Background: an optimization exercise with open tools, aiming at small area and a short achievable clock period. Do not read the settings as production practice.
The RTL was checked by simulation tests, not by an equivalence proof against the original design.
Power and IR drop assume default switching activity.

## build 42
// fpga_top
module fpga_top (clk, rstn, addr, we, dx, dw, dt, out);
  input clk;
  input we;
  input [255:0] dx;
  input [255:0] dw;
  input [15:0] dt;
  input [2:0] addr;
  input rstn;
  output out;
  wire [255:0] mm = dx ^ dw;
  wire s1, c2;
  wire s3, c4;
  wire s5, c6;
  wire s7, c8;
  wire s9, c10;
  wire s11, c12;
  wire s13, c14;
  wire s15, c16;
  wire s17, c18;
  wire s19, c20;
  wire s21, c22;
  wire s23, c24;
  wire s25, c26;
  wire s27, c28;
  wire s29, c30;
  wire s31, c32;
  wire s33, c34;
  wire s35, c36;
  wire s37, c38;
  wire s39, c40;
  wire s41, c42;
  wire s43, c44;
  wire s45, c46;
  wire s47, c48;
  wire s49, c50;
  wire s51, c52;
  wire s53, c54;
  wire s55, c56;
  wire s57, c58;
  wire s59, c60;
  wire s61, c62;
  wire s63, c64;
  wire s65, c66;
  wire s67, c68;
  wire s69, c70;
  wire s71, c72;
  wire s73, c74;
  wire s75, c76;
  wire s77, c78;
  wire s79, c80;
  wire s81, c82;
  wire s83, c84;
  wire s85, c86;
  wire s87, c88;
  wire s89, c90;
  wire s91, c92;
  wire s93, c94;
  wire s95, c96;
  wire s97, c98;
  wire s99, c100;
  wire s101, c102;
  wire s103, c104;
  wire s105, c106;
  wire s107, c108;
  wire s109, c110;
  wire s111, c112;
  wire s113, c114;
  wire s115, c116;
  wire s117, c118;
  wire s119, c120;
  wire s121, c122;
  wire s123, c124;
  wire s125, c126;
  wire s127, c128;
  wire s129, c130;
  wire s131, c132;
  wire s133, c134;
  wire s135, c136;
  wire s137, c138;
  wire s139, c140;
  wire s141, c142;
  wire s143, c144;
  wire s145, c146;
  wire s147, c148;
  wire s149, c150;
  wire s151, c152;
  wire s153, c154;
  wire s155, c156;
  wire s157, c158;
  wire s159, c160;
  wire s161, c162;
  wire s163, c164;
  wire s165, c166;
  wire s167, c168;
  wire s169, c170;
  wire s171, c172;
  wire s173, c174;
  ...
==> flow/config.mk <==
export PLATFORM = sky130hd
export DESIGN_NAME = fpga_top
export DESIGN_NICKNAME = fpga_top
export VERILOG_FILES = /design/flow/design.v
export SDC_FILE = /design/flow/constraint.sdc
export NUM_CORES = 4
export LEC_CHECK = 0
export CAP_MARGIN = 20
export CORE_MARGIN = 2
export CORE_UTILIZATION = 40
export CTS_BUF_LIST = sky130_fd_sc_hd__clkbuf_4
export SLEW_MARGIN = 20
==> flow/constraint.sdc <==
create_clock -name core_clock -period 10.0 [get_ports {clk}]
set_input_delay 2.0000 -clock core_clock [delete_from_list [all_inputs] [get_ports {clk}]]
set_output_delay 2.0000 -clock core_clock [all_outputs]
set_load 0.01 [all_outputs]
standard.sh (not shown) runs the stock make flow with config.mk's settings and CLKGATE_MAP_FILE= SYNTH_SCRIPT=/design/flow/synth_recipe.tcl, a recipe that flattens the netlist after the stock synthesis.
==> flow/flow/run.sh <==
#!/bin/bash
# The standard layout with three changes:
#  1. after the standard synthesis, invpush.py flips full adders (and xor/xnor
#     gates) to remove most inverters between them (same function, same registers);
#  2. the port buffers are sky130_fd_sc_hd__buf_1;
#  3. timing repair aims at a shorter period (SETUP_SLACK_MARGIN).
set -euo pipefail
MARGIN=${MARGIN:-7}
bash standard.sh synth > flow_synth.log 2>&1
R=orfs/results/sky130hd/fpga_top/base
cp $R/1_2_yosys.v $R/1_2_yosys.standard.v
python3 flow/invpush.py $R/1_2_yosys.standard.v $R/1_2_yosys.v > flow_invpush.log 2>&1
rm -f $R/1_synth.odb $R/1_synth.sdc
bash standard.sh "BUFFER_PORTS_ARGS=-buffer_cell sky130_fd_sc_hd__buf_1" SETUP_SLACK_MARGIN=$MARGIN finish > flow_layout.log 2>&1
Other scripts of this flow, unchanged in this note and not shown: flow/flow/invpush.py
Modified inputs, build 22 compared to build 42
Settings: CTS_BUF_LIST: sky130_fd_sc_hd__clkbuf_4 -> unset.
diff --git a/flow/flow/run.sh b/flow/flow/run.sh
--- a/flow/flow/run.sh
+++ b/flow/flow/run.sh
@@ -8 +8 @@
-MARGIN=${MARGIN:-7}
+MARGIN=${MARGIN:-7.3}
Notes after the runs:
Build 22: switching power share of the total is 1.5 points lower than what build 42 reported. Against build 42, build 22 comes in 0.26 ns lower on post-layout minimum cycle time. Diff build 42 -> build 22: share of the final layout cell area in sequential cells fell 5.4 points, mean number of vias per cell rose 0.040, sequential power about even, finished layout cell area rose 0.0041 mm^2. In the tables for build 22 and build 42, wire length of the first global-routing pass reads lower with build 22. On part of the total power dissipated in the clock network, the lower figure sits with build 22, not build 42.
> inputs changed (build 22 -> build 66)
diff --git a/flow/flow/run.sh b/flow/flow/run.sh
--- a/flow/flow/run.sh
+++ b/flow/flow/run.sh
@@ -6 +6,2 @@
-#  3. timing repair aims at a shorter period (SETUP_SLACK_MARGIN).
+#  3. timing repair aims at a shorter period (SETUP_SLACK_MARGIN);
+#  4. clock tree of clkbuf_8 without dummy loads.
@@ -8 +9 @@
-MARGIN=${MARGIN:-7.3}
+MARGIN=${MARGIN:-7}
@@ -14 +15 @@
-bash standard.sh "BUFFER_PORTS_ARGS=-buffer_cell sky130_fd_sc_hd__buf_1" SETUP_SLACK_MARGIN=$MARGIN finish > flow_layout.log 2>&1
+bash standard.sh "BUFFER_PORTS_ARGS=-buffer_cell sky130_fd_sc_hd__buf_1" SETUP_SLACK_MARGIN=$MARGIN "CTS_ARGS=-sink_clustering_enable -repair_clock_nets -dont_use_dummy_load -buf_list sky130_fd_sc_hd__clkbuf_8" finish > flow_layout.log 2>&1
Notes after the runs:
- Build 66 -> build 22: instance count after placement with tap cells included flat
- Re part of the total power dissipated in combinational logic: build 66 is 1.6 points down on build 22.
- Going from build 22 to build 66, ratio of cells with drive above 1 in the final layout moved down; area added between synthesis and finish moved down; post-DP HPWL moved up.


## fjord
Another version of the RTL of fpga_top (not shown whole).
Size: roughly 1400 cells after synthesis, roughly 0.021 mm² of cells after synthesis.
export LEC_CHECK = 0
export CAP_MARGIN = 20
export CORE_MARGIN = 2
export CORE_UTILIZATION = 40
export SLEW_MARGIN = 20
create_clock -name core_clock -period 10.0 [get_ports {clk}]
==> flow/flow/run.sh <==
#!/bin/bash
# The standard layout with three changes:
#  1. after the standard synthesis, invpush.py flips full adders (and xor/xnor
#     gates) to remove most inverters between them (same function, same registers);
#  2. the port buffers are sky130_fd_sc_hd__buf_1;
#  3. timing repair aims at a shorter period (SETUP_SLACK_MARGIN);
#  4. clock tree of clkbuf_8 without dummy loads.
set -euo pipefail
MARGIN=${MARGIN:-7}
bash standard.sh synth > flow_synth.log 2>&1
R=orfs/results/sky130hd/fpga_top/base
cp $R/1_2_yosys.v $R/1_2_yosys.standard.v
python3 flow/invpush.py $R/1_2_yosys.standard.v $R/1_2_yosys.v > flow_invpush.log 2>&1
rm -f $R/1_synth.odb $R/1_synth.sdc
bash standard.sh "BUFFER_PORTS_ARGS=-buffer_cell sky130_fd_sc_hd__buf_1" SETUP_SLACK_MARGIN=$MARGIN "CTS_ARGS=-sink_clustering_enable -repair_clock_nets -dont_use_dummy_load -buf_list sky130_fd_sc_hd__clkbuf_8 -sink_clustering_size 14 -sink_clustering_max_diameter 60" finish > flow_layout.log 2>&1
==> flow/flow/invpush.py <==
#!/usr/bin/env python3
"""Rewrite a mapped Yosys netlist so that fewer inverters sit between full adders.

A full adder is self-dual: FA(~a,~b,~c) = (~sum, ~cout).  So any sky130 fa cell may be
"flipped": it then computes the complement of its old outputs from the complement of its
old inputs.  This script chooses which full adders to flip so that the fewest signals need
an inverter, removes every inverter of the netlist and adds back one inverter per signal
that still needs its complement.  Registers, ports and all other cells are untouched.

usage: invpush.py IN.v OUT.v
"""
import re, sys, random

src = open(sys.argv[1]).read()
inst_re = re.compile(r'^  (sky130_fd_sc_hd__\w+) (\S+)\s*\((.*?)\n  \);\n', re.S | re.M)
pin_re = re.compile(r'\.(\w+)\(([^()]*?)\)')

insts = []
for m in inst_re.finditer(src):
    typ, name, body = m.group(1), m.group(2), m.group(3)
    pins = [(p, n.strip()) for p, n in pin_re.findall(body)]
    insts.append(dict(typ=typ, name=name, pins=pins, span=m.span()))

OUTPINS = {'X', 'Y', 'Q', 'Q_N', 'SUM', 'COUT', 'HI', 'LO'}
def is_inv(t): return re.fullmatch(r'sky130_fd_sc_hd__(clk)?inv_\d+', t) is not None
def is_fa(t): return re.fullmatch(r'sky130_fd_sc_hd__fa_\d+', t) is not None
def is_x(t): return re.fullmatch(r'sky130_fd_sc_hd__x(n)?or2_\d+', t) is not None
def is_flip(t): return is_fa(t) or is_x(t)

# output ports
outports = set()
for m in re.finditer(r'^\s*output\s+(\[[^\]]*\]\s*)?(\w+);', src, re.M):
    outports.add(m.group(2))
def base(n):
    return re.sub(r'\s*\[\d+\]\s*$', '', n).lstrip('\\').strip()

driver = {}
for i, c in enumerate(insts):
    for p, n in c['pins']:
        if p in OUTPINS:
            driver[n] = (i, p)

inv_of = {}  # net driven by an inverter -> its input net
for c in insts:
    if is_inv(c['typ']):
        d = dict(c['pins'])
        inv_of[d['Y']] = d['A']
# an inverter driving a port stays; keep it simple: refuse
for y in inv_of:
    if base(y) in outports:
        sys.exit('inverter drives an output port: ' + y)

def root(n):
    q = 0
    while n in inv_of:
        n = inv_of[n]; q ^= 1
    return n, q

fas = [i for i, c in enumerate(insts) if is_flip(c['typ'])]
faidx = {i: k for k, i in enumerate(fas)}
x = [0] * len(fas)

# loads: (root, q, fa_k or None)
loads = {}
for i, c in enumerate(insts):
    if is_inv(c['typ']):
        continue
    for p, n in c['pins']:
        if p in OUTPINS or n == '' or n.startswith("1'") or n == 'clk':
            continue
        r, q = root(n)
        loads.setdefault(r, []).append((q, faidx.get(i) if is_fa(c['typ']) else None, i, p))
# output port nets driven through inverters: none (checked)

def drvflip(r):
    d = driver.get(r)
    if d is not None and d[0] in faidx:
        return faidx[d[0]]
    return None

roots = list(loads)
rdrv = {r: drvflip(r) for r in roots}
# roots touching each fa
touch = [[] for _ in fas]
for r in roots:
    s = set()
    if rdrv[r] is not None: s.add(rdrv[r])
    for q, k, i, p in loads[r]:
        if k is not None: s.add(k)
    for k in s: touch[k].append(r)

def cost_root(r):
    d = rdrv[r]
    dp = x[d] if d is not None else 0
    for q, k, i, p in loads[r]:
        e = x[k] if k is not None else 0
        if q ^ e ^ dp:
            return 1
    return 0

def total():
    return sum(cost_root(r) for r in roots)

before = sum(1 for c in insts if is_inv(c['typ']))
best = total()
random.seed(1)
import math
cur = best
bestx = list(x)
T = 2.0
n = len(fas)
iters = 400000
for it in range(iters):
    T = 2.0 * (1 - it / iters) + 0.01
    k = random.randrange(n)
    old = sum(cost_root(r) for r in touch[k])
    x[k] ^= 1
    new = sum(cost_root(r) for r in touch[k])
    dlt = new - old
    if dlt <= 0 or random.random() < math.exp(-dlt / T):
        cur += dlt
        if cur < best:
            best = cur; bestx = list(x)
    else:
        x[k] ^= 1
x[:] = bestx
after = total()

# rewrite
out = []
pos = 0
newinv = []
need = {r for r in roots if cost_root(r)}
invnet = {r: f'_invp{j}_' for j, r in enumerate(sorted(need))}
repl = {}
for i, c in enumerate(insts):
    if is_inv(c['typ']):
        repl[i] = ''
        continue
    changed = False
    pins = []
    for p, n in c['pins']:
        if p in OUTPINS or n == '' or n.startswith("1'") or n == 'clk':
            pins.append((p, n)); continue
        r, q = root(n)
        d = rdrv[r]
        dp = x[d] if d is not None else 0
        e = x[faidx[i]] if (i in faidx and is_fa(c['typ'])) else 0
        nn = invnet[r] if (q ^ e ^ dp) else r
        pins.append((p, nn))
    typ = c['typ']
    if is_x(typ) and x[faidx[i]]:
        # xor2 drives X, xnor2 drives Y
        if 'xnor2' in typ:
            typ = typ.replace('xnor2', 'xor2'); pins = [('X' if p == 'Y' else p, n) for p, n in pins]
        else:
            typ = typ.replace('xor2', 'xnor2'); pins = [('Y' if p == 'X' else p, n) for p, n in pins]
    body = ',\n'.join(f'    .{p}({n} )' if n.startswith('\\') else f'    .{p}({n})' for p, n in pins)
    repl[i] = f"  {typ} {c['name']} (\n{body}\n  );\n"
for r in sorted(need):
    newinv.append(f"  sky130_fd_sc_hd__inv_1 {invnet[r]}cell (\n    .A({r + ' ' if r.startswith(chr(92)) else r}),\n    .Y({invnet[r]})\n  );\n")
for i, c in enumerate(insts):
    a, b = c['span']
    out.append(src[pos:a]); out.append(repl[i]); pos = b
rest = src[pos:]
k = rest.rfind('endmodule')
rest = rest[:k] + ''.join(newinv) + rest[k:]
out.append(rest)
text = ''.join(out)
# declare the new wires
decl = ''.join(f'  wire {invnet[r]};\n' for r in sorted(need))
text = re.sub(r'(\n  output out;\n  wire out;\n)', lambda m: m.group(1) + decl, text, count=1) if decl else text
assert all(f'wire {invnet[r]};' in text for r in need)
open(sys.argv[2], 'w').write(text)
print(f'invpush: {len(fas)} full adders and xors, {sum(x)} flipped; inverters {before} -> {len(need)}', file=sys.stderr)
The flow did not stop early for fjord: all stages ran, and the layout cleared the timing, design-rule and antenna checks.
[inputs] delta vs fjord
- CORE_UTILIZATION: 40 -> 55
--- a/flow/flow/run.sh
+++ b/flow/flow/run.sh
@@ -14,2 +14,2 @@
 rm -f $R/1_synth.odb $R/1_synth.sdc
-bash standard.sh "BUFFER_PORTS_ARGS=-buffer_cell sky130_fd_sc_hd__buf_1" SETUP_SLACK_MARGIN=$MARGIN "CTS_ARGS=-sink_clustering_enable -repair_clock_nets -dont_use_dummy_load -buf_list sky130_fd_sc_hd__clkbuf_8 -sink_clustering_size 14 -sink_clustering_max_diameter 60" finish > flow_layout.log 2>&1
+bash standard.sh "BUFFER_PORTS_ARGS=-buffer_cell sky130_fd_sc_hd__buf_1" SETUP_SLACK_MARGIN=$MARGIN "CTS_ARGS=-sink_clustering_enable -repair_clock_nets -dont_use_dummy_load -buf_list sky130_fd_sc_hd__clkbuf_8 -sink_clustering_size 18 -sink_clustering_max_diameter 70" finish > flow_layout.log 2>&1
## What came out
- delta against fjord: routed wire length went up 4.8%, fraction of final layout cells sized beyond drive strength 1 held, worst endpoint required time went down 2250 ps.
Input-level comparison between lagoon and delta:
- CORE_UTILIZATION changed from 55 to 40
--- a/flow/flow/invpush.py
+++ b/flow/flow/invpush.py
@@ -135,2 +135,3 @@
 repl = {}
+newc = {}
 for i, c in enumerate(insts):
@@ -157,4 +158,45 @@
             typ = typ.replace('xor2', 'xnor2'); pins = [('Y' if p == 'X' else p, n) for p, n in pins]
+    newc[i] = (typ, pins)
+# Full adders are symmetric in A, B and CIN, and CIN is their fastest input:
+# give each full adder's latest-arriving input to CIN and the earliest to A.
+ndrv = {}
+for i, (typ, pins) in newc.items():
+    for p, n in pins:
+        if p in OUTPINS:
+            ndrv[n] = (i, p)
+for r in need:
+    ndrv[invnet[r]] = ('inv', r)
+DLY = {'SUM': 0.5, 'COUT': 0.42}
+arr = {}
+sys.setrecursionlimit(100000)
+def arrival(n):
+    if n in arr:
+        return arr[n]
+    arr[n] = 0.0
+    d = ndrv.get(n)
+    if d is None:
+        a = 0.0
+    elif d[0] == 'inv':
+        a = arrival(d[1]) + 0.06
+    else:
+        typ, pins = newc[d[0]]
+        if re.search(r'__(e?df|sdf|dl)', typ):
+            a = 0.0
+        else:
+            ins = [arrival(m) for p, m in pins if p not in OUTPINS and m and not m.startswith("1'") and m != 'clk']
+            a = (max(ins) if ins else 0.0) + DLY.get(d[1], 0.25)
+    arr[n] = a
+    return a
+nswap = 0
+for i, (typ, pins) in newc.items():
+    if is_fa(typ):
+        pd = dict(pins)
+        ins = sorted([pd['A'], pd['B'], pd['CIN']], key=arrival)
+        if ins != [pd['A'], pd['B'], pd['CIN']]:
+            nswap += 1
+        pd['A'], pd['B'], pd['CIN'] = ins
+        pins = [(p, pd[p]) for p, n in pins]
     body = ',\n'.join(f'    .{p}({n} )' if n.startswith('\\') else f'    .{p}({n})' for p, n in pins)
-    repl[i] = f"  {typ} {c['name']} (\n{body}\n  );\n"
+    repl[i] = f"  {typ} {insts[i]['name']} (\n{body}\n  );\n"
+print(f'invpush: {nswap} full adders had their inputs reordered', file=sys.stderr)
 for r in sorted(need):
--- outcome ---
Re non-clock buffering overhead in the final layout: lagoon is 0.52 points down on delta.
Global-route wire length before repair, delta and lagoon: higher on delta
Comparing met3 wire length for delta and lagoon, the bigger number came from delta.
Looking at share of the clock period used by the worst path, lagoon sits above delta.
Of delta and lagoon, lagoon shows the higher post-synthesis to final-layout area growth, with delta below it.
Number of antenna violations at the first check in global routing in lagoon is 5 below delta.
diff inputs: lagoon => cedar
- ABC_AREA: unset -> 1
Notes after the runs:
Cmp cedar vs lagoon: die area higher in cedar. Diff lagoon and cedar: clock power lower in cedar. cedar ends up with a count of nets after finishing that is 278 higher than in lagoon. On overall global routing resource usage, the lower figure sits with lagoon, not cedar.
--- input diff cedar..sierra ---
- clearing ABC_AREA, which used to be 1
--- a/flow/flow/invpush.py
+++ b/flow/flow/invpush.py
@@ -135,3 +135,2 @@
 repl = {}
-newc = {}
 for i, c in enumerate(insts):
@@ -158,45 +157,4 @@
             typ = typ.replace('xor2', 'xnor2'); pins = [('Y' if p == 'X' else p, n) for p, n in pins]
-    newc[i] = (typ, pins)
-# Full adders are symmetric in A, B and CIN, and CIN is their fastest input:
-# give each full adder's latest-arriving input to CIN and the earliest to A.
-ndrv = {}
-for i, (typ, pins) in newc.items():
-    for p, n in pins:
-        if p in OUTPINS:
-            ndrv[n] = (i, p)
-for r in need:
-    ndrv[invnet[r]] = ('inv', r)
-DLY = {'SUM': 0.5, 'COUT': 0.42}
-arr = {}
-sys.setrecursionlimit(100000)
-def arrival(n):
-    if n in arr:
-        return arr[n]
-    arr[n] = 0.0
-    d = ndrv.get(n)
-    if d is None:
-        a = 0.0
-    elif d[0] == 'inv':
-        a = arrival(d[1]) + 0.06
-    else:
-        typ, pins = newc[d[0]]
-        if re.search(r'__(e?df|sdf|dl)', typ):
-            a = 0.0
-        else:
-            ins = [arrival(m) for p, m in pins if p not in OUTPINS and m and not m.startswith("1'") and m != 'clk']
-            a = (max(ins) if ins else 0.0) + DLY.get(d[1], 0.25)
-    arr[n] = a
-    return a
-nswap = 0
-for i, (typ, pins) in newc.items():
-    if is_fa(typ):
-        pd = dict(pins)
-        ins = sorted([pd['A'], pd['B'], pd['CIN']], key=arrival)
-        if ins != [pd['A'], pd['B'], pd['CIN']]:
-            nswap += 1
-        pd['A'], pd['B'], pd['CIN'] = ins
-        pins = [(p, pd[p]) for p, n in pins]
     body = ',\n'.join(f'    .{p}({n} )' if n.startswith('\\') else f'    .{p}({n})' for p, n in pins)
-    repl[i] = f"  {typ} {insts[i]['name']} (\n{body}\n  );\n"
-print(f'invpush: {nswap} full adders had their inputs reordered', file=sys.stderr)
+    repl[i] = f"  {typ} {c['name']} (\n{body}\n  );\n"
 for r in sorted(need):
[compare] base=cedar new=sierra: number of nets at the end of the flow dropped 276; worst-case vdd ir drop rose 16%; combinational power went up about 12%; top achievable clock speed decreased 0.0012 GHz; clock tree cell share of total cell area grew by 0.19 points. Across sierra and cedar, the outcome is the same: a clean finish for every run. Cmp sierra vs cedar: number of gates resized after CTS higher in sierra.

## afterwards: timing with drivers on the ports
Ports are ideal in the flow. The routed layouts listed here were re-timed in OpenROAD.
Step 1 assumes that a clkbuf_16 drives the clock port and a buf_2 every other input.
Step 2, shift: input delay + t, output delay - t, t = (earliest + latest rising clock arrival at the registers) / 2. This alone moves slack from input paths to output paths.
a / b / c = no drivers / after step 1 / after step 2; a / b = the first two.
| run | t, ns | setup slack, ns | worst setup path after step 2 | worst slew at a driven data input, ns | cell pins on the clock port's net |
|---|---|---|---|---|---|
| build 42 | 0.879 | 6.677 / 6.629 / 6.121 | input to register | 0.20 | 1 |
| build 22 | 0.624 | 6.938 / 6.883 / 6.427 | input to register | 0.19 | 1 |
| build 66 | 0.651 | 6.934 / 6.883 / 6.360 | input to register | 0.18 | 1 |
| fjord | 0.629 | 6.865 / 6.882 / 6.253 | input to register | 0.12 | 1 |
| delta | 0.655 | 6.979 / 6.919 / 6.355 | input to register | 0.18 | 1 |
| lagoon | 0.658 | 6.933 / 6.895 / 6.344 | input to register | 0.12 | 1 |
| cedar | 0.653 | 6.927 / 6.874 / 6.391 | input to register | 0.13 | 1 |
| sierra | 0.668 | 6.916 / 6.873 / 6.388 | input to register | 0.10 | 1 |
After both steps setup and hold are still met in every run listed. For delta, which loses most, drivers alone change the setup slack by -0.060 ns; drivers and shift together by -0.624 ns.
